From an optimization exercise on the open Yosys and OpenROAD flow, aimed at small area, a short achievable clock period and few clock cycles; shortcuts taken in it are not production practice. At most, simulation tests tie the RTL to the original design; equivalence was not proved. No activity file was given, so power comes from the tool's default toggle rates.

v20:
## top
module top(
	input clk, rst_n,
	output [5:0] mem_raddr,
	input [31:0] mem_rdata,
	output mem_we,
	output [5:0] mem_waddr,
	output [31:0] mem_wdata
);
Size: roughly 4300 cells after synthesis, roughly 1400 flip-flops, ~79 I/O pins.
export LEC_CHECK = 0
export ABC_CLOCK_PERIOD_IN_PS = 3000
export CAP_MARGIN = 20
export CORE_MARGIN = 2
export CORE_UTILIZATION = 25
export PLACE_DENSITY = 0.45
export SETUP_SLACK_MARGIN = 5
export SLEW_MARGIN = 20
create_clock -name core_clock -period 10.0 [get_ports {clk}]
standard.sh (not shown) runs the stock make flow with config.mk's settings and CLKGATE_MAP_FILE= SYNTH_SCRIPT=/design/flow/synth_recipe.tcl, a recipe that flattens the netlist after the stock synthesis.
==> flow/flow/run.sh <==
#!/bin/bash
set -euo pipefail
bash standard.sh synth > synth.log 2>&1
bash standard.sh SETUP_SLACK_MARGIN=6.8 \
  "CTS_ARGS=-sink_clustering_enable -repair_clock_nets -dont_use_dummy_load -sink_clustering_size 20 -sink_clustering_max_diameter 120" \
  finish > layout.log 2>&1
#### Input delta (v30 over v20)
diff --git a/flow/design.v b/flow/design.v
--- a/flow/design.v
+++ b/flow/design.v
@@ -78,14 +78,16 @@
 reg        fvalid;       
 reg [5:0]  fpc;          
 reg        fhit;         
 reg [NB-1:0] bv;
 reg [5:0]  btag [0:NB-1];
 reg [5:0]  btgt [0:NB-1];
 reg [1:0]  brr;          
+reg        ins_q;        
+reg [5:0]  ins_pc, ins_tgt;   
 reg        svalid;
 reg [31:0] sk_word;
 reg [5:0]  spc;
 reg        sredir;
 reg        spend;
 reg        dvalid;
 reg [31:0] ir;
@@ -138,15 +140,15 @@
 	.r1_dout(r1), .r2_dout(r2)
 );
 wire [31:0] simm;
 sign_extend se(.imm(ir[15:0]), .ext(simm));
 wire fwd_a = fa_q;
 wire fwd_b = fb_q;
 wire [31:0] opa = fwd_a ? rf_wd : r1;
-wire [31:0] opb = (d_addi | d_lw) ? simm : fwd_b ? rf_wd : r2;
+wire [31:0] opb = d_addi ? simm : fwd_b ? rf_wd : r2;
 wire [5:0]  maddr_f = rf_wd[5:0] + ir[5:0];
 wire [5:0]  maddr_r = r1[5:0] + ir[5:0];
 wire [5:0]  maddr = fwd_a ? maddr_f : maddr_r;
 wire dlive = dvalid & ~kill;
 wire d_rs = d_add | d_addi | d_lw | d_sw | d_bgtz;
 wire d_rt = (ir[31:26] == 6'b000000) | d_sw | d_bgtz;
 wire lu = lw_issue & ((d_rs & rs == e_dest) | (d_rt & rt == e_dest));
@@ -177,14 +179,16 @@
 	for (i = 0; i < NB; i = i + 1) begin
 		bm_pc[i] = bv[i] & (btag[i] == e_pc);
 		bm_st[i] = bv[i] & (btag[i] == e_maddr);
 	end
 wire b_ins = e_go & (e_j | (e_bgtz & gtz));
 wire b_del = e_go & e_bgtz & ~gtz;
 wire b_any = |bm_pc;
+wire ins_ok = ins_q & ~(we_q & (e_maddr == ins_pc)) & ~(b_del & (e_pc == ins_pc));
+wire [NB-1:0] b_clr = we_q ? bm_st : b_del ? bm_pc : {NB{1'b0}};
 wire d_accept = ~dvalid | dfire;
 wire [31:0] d_word = svalid ? sk_word : mem_rdata;    
 wire [4:0] d_dest = (ir[31:26] == 6'b000000) ? ir[15:11] : rt;
 wire [4:0] dest_next = lwp ? lwp_dest : d_dest;
 wire       we_next = (dfire & d_add) | (lwp & ~lw_cancel);     
 wire [4:0] rs_next = d_accept ? d_word[25:21] : rs;
 wire [4:0] rt_next = d_accept ? d_word[20:16] : rt;
@@ -204,14 +208,15 @@
 		evalid <= 1'b0;
 		we_q <= 1'b0;
 		lwp <= 1'b0;
 		lwb <= 1'b0;
 		kill <= 1'b0;
 		bv <= {NB{1'b0}};
 		brr <= 2'd0;
+		ins_q <= 1'b0;
 	end else begin
 		kill <= e_mis;
 		lwp <= lw_issue;
 		lwb <= lwp & ~lw_cancel;
 		we_q <= dfire & d_sw & ~e_mis;
 		evalid <= dfire;
 		rv <= rv_next;
@@ -236,32 +241,31 @@
 		end else begin
 			if (take_d) begin
 				dpend <= 1'b0;
 				svalid <= 1'b0;
 			end else
 				svalid <= svalid | f_keep;
 		end
-		if (we_q)
-			bv <= bv & ~bm_st;
-		else if (b_del)
-			bv <= bv & ~bm_pc;
-		else if (b_ins) begin
-			if (!b_any) begin
-				bv[brr] <= 1'b1;
-				brr <= brr + 2'd1;
-			end
-		end
+		ins_q <= b_ins & ~b_any;
+		if (ins_q) begin
+			bv <= (bv & ~b_clr & ~(4'd1 << brr)) | ({3'd0, ins_ok} << brr);
+			brr <= brr + 2'd1;
+		end else
+			bv <= bv & ~b_clr;
 	end
-always @(posedge clk)
-	if (b_ins && !b_any) begin
-		btag[brr] <= e_pc;
-		btgt[brr] <= e_tgt;
+always @(posedge clk) begin
+	if (ins_q) begin
+		btag[brr] <= ins_pc;
+		btgt[brr] <= ins_tgt;
 	end
+	ins_pc <= e_pc;
+	ins_tgt <= e_tgt;
+end
 always @(posedge clk)
-	raddr_q <= !rst_n ? 6'd0 : e_mis ? e_alt : lw_issue ? sum[5:0] : seq_addr;
+	raddr_q <= !rst_n ? 6'd0 : e_mis ? e_alt : lw_issue ? e_maddr : seq_addr;
 always @(posedge clk) begin
 	fpc <= raddr_q;
 	e_pc <= dpc;
 	e_tgt <= dtgt;
 	e_a <= opa;
 	e_b <= opb;
 	e_maddr <= maddr;
Results
In v30, the register-to-register slack came out 0.24 ns above the value in v20. v30 gives less final area than v20 did. Summary of v30 over v20: maximum number of pins on one net before global-route repair picked up an extra about 20%, remaining max-slew budget at the tightest pin picked up an extra 2.8 points, power lost about 18%, synthesized instance count picked up an extra 1.2%.
Testbench counts of v30, summed over its fixed seeds: cycles 18,487.
Only the layout flow was run in v20; the RTL was not checked for function there.

---

The RTL this note starts from:
==> flow/design.v <==
module sign_extend(
	input [15:0] imm,
	output [31:0] ext
);
assign ext = {{16{imm[15]}}, imm};
endmodule
module reg_file(
	input clk,
	input [31:0] r1_sel,
	input [31:0] r2_sel,
	input [4:0] r3_addr,
	input [31:0] r3_din,
	input r3_wr,
	output reg [31:0] r1_dout,
	output reg [31:0] r2_dout
);
reg [31:0] rf [0:31];
integer i;
always @(posedge clk)
	if (r3_wr)
		rf[r3_addr] <= r3_din;
always @(*) begin
	r1_dout = 32'd0;
	r2_dout = 32'd0;
	for (i = 0; i < 32; i = i + 1) begin
		r1_dout = r1_dout | ({32{r1_sel[i]}} & rf[i]);
		r2_dout = r2_dout | ({32{r2_sel[i]}} & rf[i]);
	end
end
endmodule
module alu(
	input [31:0] alu_a,
	input [31:0] alu_b,
	output [31:0] alu_out,
	output gtz
);
assign alu_out = alu_a + alu_b;
wire zero = ((alu_a ^ alu_b) == {alu_a[30:0] | alu_b[30:0], 1'b0});
assign gtz = ~alu_out[31] & ~zero;
endmodule
module pc(
	input [31:0] word,
	input [5:0] wpc,
	output redir,
	output [5:0] tgt
);
wire is_j = word[31:26] == 6'b000010;
wire is_b = word[31:26] == 6'b000111;
assign redir = is_j | (is_b & word[15]);
assign tgt = is_j ? word[5:0] : wpc + word[5:0] + 6'd1;
endmodule
module cu(
	input [5:0] op,
	output is_add,    
	output is_addi,
	output is_lw,
	output is_sw,
	output is_bgtz
);
assign is_addi = op == 6'b001000;
assign is_add = (op == 6'b000000) | is_addi;
assign is_lw = op == 6'b100011;
assign is_sw = op == 6'b101011;
assign is_bgtz = op == 6'b000111;
endmodule
module top(
	input clk, rst_n,
	output [5:0] mem_raddr,
	input [31:0] mem_rdata,
	output mem_we,
	output [5:0] mem_waddr,
	output [31:0] mem_wdata
);
localparam NB = 4;               
reg [5:0]  raddr_q;      
reg        ra_fetch;     
reg [5:0]  npc;          
reg        fvalid;       
reg [5:0]  fpc;          
reg        fhit;         
reg [NB-1:0] bv;
reg [5:0]  btag [0:NB-1];
reg [5:0]  btgt [0:NB-1];
reg [1:0]  brr;          
reg        svalid;
reg [31:0] sk_word;
reg [5:0]  spc;
reg        sredir;
reg        dvalid;
reg [31:0] ir;
reg [31:0] dsel_a, dsel_b;
reg        fa_q, fb_q;   
reg [31:0] rv;           
reg [5:0]  dpc;
reg        dredir;       
reg        dpend;        
reg [5:0]  dtgt;         
reg        evalid;
reg        e_add, e_lw, e_sw, e_bgtz, e_j, e_pred;
reg [31:0] e_a, e_b;
reg [5:0]  e_maddr;
reg [4:0]  e_dest;
reg [5:0]  e_pc, e_tgt;
reg        we_q;         
reg        lwb;          
reg        kill;         
integer i;
wire       f_redir;
wire [5:0] f_tgt;
pc pd(.word(mem_rdata), .wpc(fpc), .redir(f_redir), .tgt(f_tgt));
wire       s_redir_unused;
wire [5:0] s_tgt;
pc pds(.word(sk_word), .wpc(spc), .redir(s_redir_unused), .tgt(s_tgt));
wire f_isb = mem_rdata[31:26] == 6'b000111;
wire [31:0] sum;
wire        gtz;
alu alu_1(.alu_a(e_a), .alu_b(e_b), .alu_out(sum), .gtz(gtz));
wire e_go = evalid & ~kill;
wire e_lw0 = e_go & e_lw;           
wire        rf_we = (e_go & e_add) | lwb;
wire [31:0] rf_wd = lwb ? mem_rdata : sum;
wire d_add, d_addi, d_lw, d_sw, d_bgtz;
cu dec(.op(ir[31:26]), .is_add(d_add), .is_addi(d_addi), .is_lw(d_lw),
       .is_sw(d_sw), .is_bgtz(d_bgtz));
wire d_j = ir[31:26] == 6'b000010;
wire [4:0] rs = ir[25:21];
wire [4:0] rt = ir[20:16];
wire [31:0] r1, r2;
reg_file register(
	.clk(clk),
	.r1_sel(dsel_a), .r2_sel(dsel_b),
	.r3_addr(e_dest), .r3_din(rf_wd), .r3_wr(rf_we),
	.r1_dout(r1), .r2_dout(r2)
);
wire [31:0] simm;
sign_extend se(.imm(ir[15:0]), .ext(simm));
wire fwd_a = fa_q;
wire fwd_b = fb_q;
wire [31:0] opa = fwd_a ? rf_wd : r1;
wire [31:0] opb = d_addi ? simm : fwd_b ? rf_wd : r2;
wire [5:0]  maddr_f = rf_wd[5:0] + ir[5:0];
wire [5:0]  maddr_r = r1[5:0] + ir[5:0];
wire [5:0]  maddr = fwd_a ? maddr_f : maddr_r;
wire dlive = dvalid & ~kill;
wire dfire = dlive & ~e_lw0;
wire flive = fvalid & ~kill;
wire sw_hit = (dvalid & (dpc == e_maddr)) | (svalid & (spc == e_maddr)) |
              (fvalid & (fpc == e_maddr)) | (ra_fetch & (raddr_q == e_maddr));
wire e_mis = e_go & ((e_bgtz & (gtz ^ e_pred)) | (e_sw & sw_hit));
wire [5:0] e_alt = (e_pred | e_sw) ? e_pc + 6'd1 : e_tgt;
reg [NB-1:0] bhit;
reg [5:0]    bsel;
always @(*) begin
	bsel = 6'd0;
	for (i = 0; i < NB; i = i + 1) begin
		bhit[i] = bv[i] & (btag[i] == raddr_q);
		bsel = bsel | ({6{bhit[i]}} & btgt[i]);
	end
end
wire bpred = ra_fetch & (|bhit);
wire [5:0] succ = !ra_fetch ? npc : bpred ? bsel : raddr_q + 6'd1;
wire req_lw = dfire & d_lw;
wire req_d  = dlive & dpend;
wire req_f  = flive & f_redir & ~fhit;
wire take_d = ~req_lw & req_d;                  
wire take_f = ~req_lw & ~req_d & req_f;
wire [5:0] seq_addr = take_d ? dtgt : take_f ? f_tgt : succ;
wire [5:0] ra_next = req_lw ? maddr : seq_addr;
reg [NB-1:0] bm_pc, bm_st;
always @(*)
	for (i = 0; i < NB; i = i + 1) begin
		bm_pc[i] = bv[i] & (btag[i] == e_pc);
		bm_st[i] = bv[i] & (btag[i] == e_maddr);
	end
wire b_ins = e_go & (e_j | (e_bgtz & gtz));
wire b_del = e_go & e_bgtz & ~gtz;
wire b_any = |bm_pc;
wire d_accept = ~dvalid | dfire;
wire [31:0] d_word = svalid ? sk_word : mem_rdata;    
wire [4:0] d_dest = (ir[31:26] == 6'b000000) ? ir[15:11] : rt;
wire [4:0] dest_next = dfire ? d_dest : e_dest;
wire       we_next = (dfire & d_add) | e_lw0;     
wire [4:0] rs_next = d_accept ? d_word[25:21] : rs;
wire [4:0] rt_next = d_accept ? d_word[20:16] : rt;
wire [31:0] rv_next = rv | ({31'd0, rf_we} << e_dest);
wire f_keep = flive & ~take_d;                  
wire f_pt = f_redir | (fhit & f_isb);           
always @(posedge clk or negedge rst_n)
	if (!rst_n) begin
		rv <= 32'd0;
		ra_fetch <= 1'b1;
		npc <= 6'd0;
		fvalid <= 1'b0;
		fhit <= 1'b0;
		svalid <= 1'b0;
		dvalid <= 1'b0;
		dpend <= 1'b0;
		evalid <= 1'b0;
		we_q <= 1'b0;
		lwb <= 1'b0;
		kill <= 1'b0;
		bv <= {NB{1'b0}};
		brr <= 2'd0;
	end else begin
		kill <= e_mis;
		lwb <= e_lw0;
		we_q <= dfire & d_sw & ~e_mis;
		evalid <= dfire;
		rv <= rv_next;
		if (req_lw)
			npc <= succ;
		ra_fetch <= e_mis | ~req_lw;
		fvalid <= ra_fetch & ~take_d & ~take_f;
		fhit <= bpred;
		if (kill) begin
			dvalid <= 1'b0;
			svalid <= 1'b0;
			dpend <= 1'b0;
		end else if (d_accept) begin
			if (svalid) begin
				dvalid <= ~take_d;
				dpend <= 1'b0;
				svalid <= f_keep;
			end else begin
				dvalid <= f_keep;
				dpend <= f_keep & req_f & req_lw;
			end
		end else begin
			if (take_d)
				dpend <= 1'b0;
			svalid <= f_keep;
		end
		if (we_q)
			bv <= bv & ~bm_st;
		else if (b_del)
			bv <= bv & ~bm_pc;
		else if (b_ins) begin
			if (!b_any) begin
				bv[brr] <= 1'b1;
				brr <= brr + 2'd1;
			end
		end
	end
always @(posedge clk)
	if (b_ins && !b_any) begin
		btag[brr] <= e_pc;
		btgt[brr] <= e_tgt;
	end
always @(posedge clk)
	raddr_q <= !rst_n ? 6'd0 : e_mis ? e_alt : ra_next;
always @(posedge clk) begin
	fpc <= raddr_q;
	e_pc <= dpc;
	e_tgt <= dtgt;
	e_a <= opa;
	e_b <= opb;
	e_maddr <= maddr;
	e_add <= d_add;
	e_lw <= d_lw;
	e_sw <= d_sw;
	e_bgtz <= d_bgtz;
	e_j <= d_j;
	e_pred <= dredir;
	if (dfire)
		e_dest <= d_dest;
	dsel_a <= (32'd1 << rs_next) & rv_next;
	dsel_b <= (32'd1 << rt_next) & rv_next;
	fa_q <= we_next & (dest_next == rs_next);
	fb_q <= we_next & (dest_next == rt_next);
	if (d_accept) begin
		if (svalid) begin
			ir <= sk_word;
			dpc <= spc;
			dredir <= sredir;
			dtgt <= s_tgt;
		end else begin
			ir <= mem_rdata;
			dpc <= fpc;
			dredir <= f_pt;
			dtgt <= f_tgt;
		end
	end
	if (svalid ? d_accept : ~d_accept) begin
		sk_word <= mem_rdata;
		spc <= fpc;
		sredir <= f_pt;
	end
end
assign mem_raddr = raddr_q;
assign mem_we = we_q;
assign mem_waddr = e_maddr;
assign mem_wdata = e_b;
endmodule
clock: 10.0 ns
lec_check: 0
abc_clock_period_in_ps: 3000
cap_margin: 20
core_margin: 2
core_utilization: 25
place_density: 0.45
setup_slack_margin: 5
slew_margin: 20
==> flow/flow/run.sh <==
#!/bin/bash
set -euo pipefail
bash standard.sh synth > synth.log 2>&1
bash standard.sh SETUP_SLACK_MARGIN=6.8 \
  "CTS_ARGS=-sink_clustering_enable -repair_clock_nets -dont_use_dummy_load -sink_clustering_size 20 -sink_clustering_max_diameter 120" \
  POST_GLOBAL_ROUTE_TCL=$PWD/flow/post_grt.tcl \
  finish > layout.log 2>&1
==> flow/flow/post_grt.tcl <==
# A second round of setup repair on global-route parasitics, before detailed
# routing (same margin as the standard round).
log_cmd global_route -start_incremental
repair_timing_helper -setup
log_cmd detailed_placement
log_cmd global_route -end_incremental
log_cmd estimate_parasitics -global_routing
report_worst_slack -max
Testbench counts at the start, summed over its fixed seeds: cycles 18,334.
Edit:
--- a/flow/design.v
+++ b/flow/design.v
@@ -87,4 +87,5 @@
 reg [5:0]  spc;
 reg        sredir;
+reg        spend;
 reg        dvalid;
 reg [31:0] ir;
@@ -103,5 +104,7 @@
 reg [5:0]  e_pc, e_tgt;
 reg        we_q;         
+reg        lwp;          
 reg        lwb;          
+reg [4:0]  lwp_dest, lwb_dest;
 reg        kill;         
 integer i;
@@ -117,6 +120,8 @@
 alu alu_1(.alu_a(e_a), .alu_b(e_b), .alu_out(sum), .gtz(gtz));
 wire e_go = evalid & ~kill;
-wire e_lw0 = e_go & e_lw;           
+wire lw_issue = e_go & e_lw;        
+wire lw_cancel = lwp & e_go & e_add & (e_dest == lwp_dest);
 wire        rf_we = (e_go & e_add) | lwb;
+wire [4:0]  rf_wa = lwb ? lwb_dest : e_dest;
 wire [31:0] rf_wd = lwb ? mem_rdata : sum;
 wire d_add, d_addi, d_lw, d_sw, d_bgtz;
@@ -130,5 +135,5 @@
 	.clk(clk),
 	.r1_sel(dsel_a), .r2_sel(dsel_b),
-	.r3_addr(e_dest), .r3_din(rf_wd), .r3_wr(rf_we),
+	.r3_addr(rf_wa), .r3_din(rf_wd), .r3_wr(rf_we),
 	.r1_dout(r1), .r2_dout(r2)
 );
@@ -143,5 +148,8 @@
 wire [5:0]  maddr = fwd_a ? maddr_f : maddr_r;
 wire dlive = dvalid & ~kill;
-wire dfire = dlive & ~e_lw0;
+wire d_rs = d_add | d_addi | d_lw | d_sw | d_bgtz;
+wire d_rt = (ir[31:26] == 6'b000000) | d_sw | d_bgtz;
+wire lu = lw_issue & ((d_rs & rs == e_dest) | (d_rt & rt == e_dest));
+wire dfire = dlive & ~lwp & ~lu & ~(lw_issue & dpend);
 wire flive = fvalid & ~kill;
 wire sw_hit = (dvalid & (dpc == e_maddr)) | (svalid & (spc == e_maddr)) |
@@ -160,11 +168,9 @@
 wire bpred = ra_fetch & (|bhit);
 wire [5:0] succ = !ra_fetch ? npc : bpred ? bsel : raddr_q + 6'd1;
-wire req_lw = dfire & d_lw;
 wire req_d  = dlive & dpend;
-wire req_f  = flive & f_redir & ~fhit;
-wire take_d = ~req_lw & req_d;                  
-wire take_f = ~req_lw & ~req_d & req_f;
-wire [5:0] seq_addr = take_d ? dtgt : take_f ? f_tgt : succ;
-wire [5:0] ra_next = req_lw ? maddr : seq_addr;
+wire f_pend = f_redir & ~fhit;                  
+wire take_d = ~lw_issue & req_d;                
+wire [5:0] seq_addr = take_d ? dtgt : succ;
+wire drop_f = lw_issue & lu & dlive;
 reg [NB-1:0] bm_pc, bm_st;
 always @(*)
@@ -179,9 +185,9 @@
 wire [31:0] d_word = svalid ? sk_word : mem_rdata;    
 wire [4:0] d_dest = (ir[31:26] == 6'b000000) ? ir[15:11] : rt;
-wire [4:0] dest_next = dfire ? d_dest : e_dest;
-wire       we_next = (dfire & d_add) | e_lw0;     
+wire [4:0] dest_next = lwp ? lwp_dest : d_dest;
+wire       we_next = (dfire & d_add) | (lwp & ~lw_cancel);     
 wire [4:0] rs_next = d_accept ? d_word[25:21] : rs;
 wire [4:0] rt_next = d_accept ? d_word[20:16] : rt;
-wire [31:0] rv_next = rv | ({31'd0, rf_we} << e_dest);
+wire [31:0] rv_next = rv | ({31'd0, rf_we} << rf_wa);
 wire f_keep = flive & ~take_d;                  
 wire f_pt = f_redir | (fhit & f_isb);           
@@ -198,4 +204,5 @@
 		evalid <= 1'b0;
 		we_q <= 1'b0;
+		lwp <= 1'b0;
 		lwb <= 1'b0;
 		kill <= 1'b0;
@@ -204,12 +211,13 @@
 	end else begin
 		kill <= e_mis;
-		lwb <= e_lw0;
+		lwp <= lw_issue;
+		lwb <= lwp & ~lw_cancel;
 		we_q <= dfire & d_sw & ~e_mis;
 		evalid <= dfire;
 		rv <= rv_next;
-		if (req_lw)
-			npc <= succ;
-		ra_fetch <= e_mis | ~req_lw;
-		fvalid <= ra_fetch & ~take_d & ~take_f;
+		if (lw_issue)
+			npc <= drop_f ? (ra_fetch ? raddr_q : npc) : succ;
+		ra_fetch <= ~lw_issue;
+		fvalid <= ra_fetch & ~take_d & ~drop_f;
 		fhit <= bpred;
 		if (kill) begin
@@ -220,14 +228,16 @@
 			if (svalid) begin
 				dvalid <= ~take_d;
-				dpend <= 1'b0;
+				dpend <= spend & ~take_d;
 				svalid <= f_keep;
 			end else begin
 				dvalid <= f_keep;
-				dpend <= f_keep & req_f & req_lw;
+				dpend <= f_keep & f_pend;
 			end
 		end else begin
-			if (take_d)
+			if (take_d) begin
 				dpend <= 1'b0;
-			svalid <= f_keep;
+				svalid <= 1'b0;
+			end else
+				svalid <= svalid | f_keep;
 		end
 		if (we_q)
@@ -248,5 +258,5 @@
 	end
 always @(posedge clk)
-	raddr_q <= !rst_n ? 6'd0 : e_mis ? e_alt : ra_next;
+	raddr_q <= !rst_n ? 6'd0 : e_mis ? e_alt : lw_issue ? e_maddr : seq_addr;
 always @(posedge clk) begin
 	fpc <= raddr_q;
@@ -264,4 +274,6 @@
 	if (dfire)
 		e_dest <= d_dest;
+	lwp_dest <= e_dest;
+	lwb_dest <= lwp_dest;
 	dsel_a <= (32'd1 << rs_next) & rv_next;
 	dsel_b <= (32'd1 << rt_next) & rv_next;
@@ -285,4 +297,5 @@
 		spc <= fpc;
 		sredir <= f_pt;
+		spend <= f_pend;
 	end
 end
What happened: The changed run completed with no timing, DRC or antenna violations; hold slack is about the same; setup slack degrades by 0.085 ns; core utilization came out lower by 0.23 points; combinational power came out lower by a quarter to a third; routed wire length goes down slightly; synthesized cell count grows slightly; via count drops slightly; clock power stays flat; final cell count shrinks slightly; final area increases slightly.
Only the layout flow was run in the second run of this note; the RTL was not checked for function there.

[what the ideal ports hide]
The results above use ideal ports. As a check the final layouts listed here were re-extracted and re-timed, cells and wires unchanged. Step 1: set_driving_cell puts a clkbuf_16 on clk and a buf_2 on each other input, an assumption about the parent block. Step 2 adds t to the input delays and takes it off the output delays; t is the mean of the earliest and latest rising clock arrival at the registers after step 1. Input paths then give back, and output paths get back, about the clock's delay inside the block. Three values: ideal, step 1, step 2; two values: the first two.
| run | t (ns) | setup WS [ns] | worst hold slack (ns) | worst setup path after step 2 | worst data-port slew with drivers (ns) |
|---|---|---|---|---|---|
| v20 | 0.806 | 6.451 / 6.438 / 5.955 | 0.351 / 0.351 / 0.351 | input to register | 0.07 |
| v30 | 0.825 | 6.664 / 6.570 / 5.958 | 0.353 / 0.353 / 0.353 | input to register | 0.14 |
| the first run of note 2 | 0.810 | 6.614 / 6.600 / 5.929 | 0.353 / 0.353 / 0.353 | input to register | 0.11 |
| the second run of note 2 | 0.815 | 6.529 / 6.529 / 6.014 | 0.351 / 0.351 / 0.351 | input to register | 0.12 |
After both steps setup and hold are still met in every run listed. For v30, which loses most, drivers alone change the setup slack by -0.094 ns; drivers and shift together by -0.706 ns.
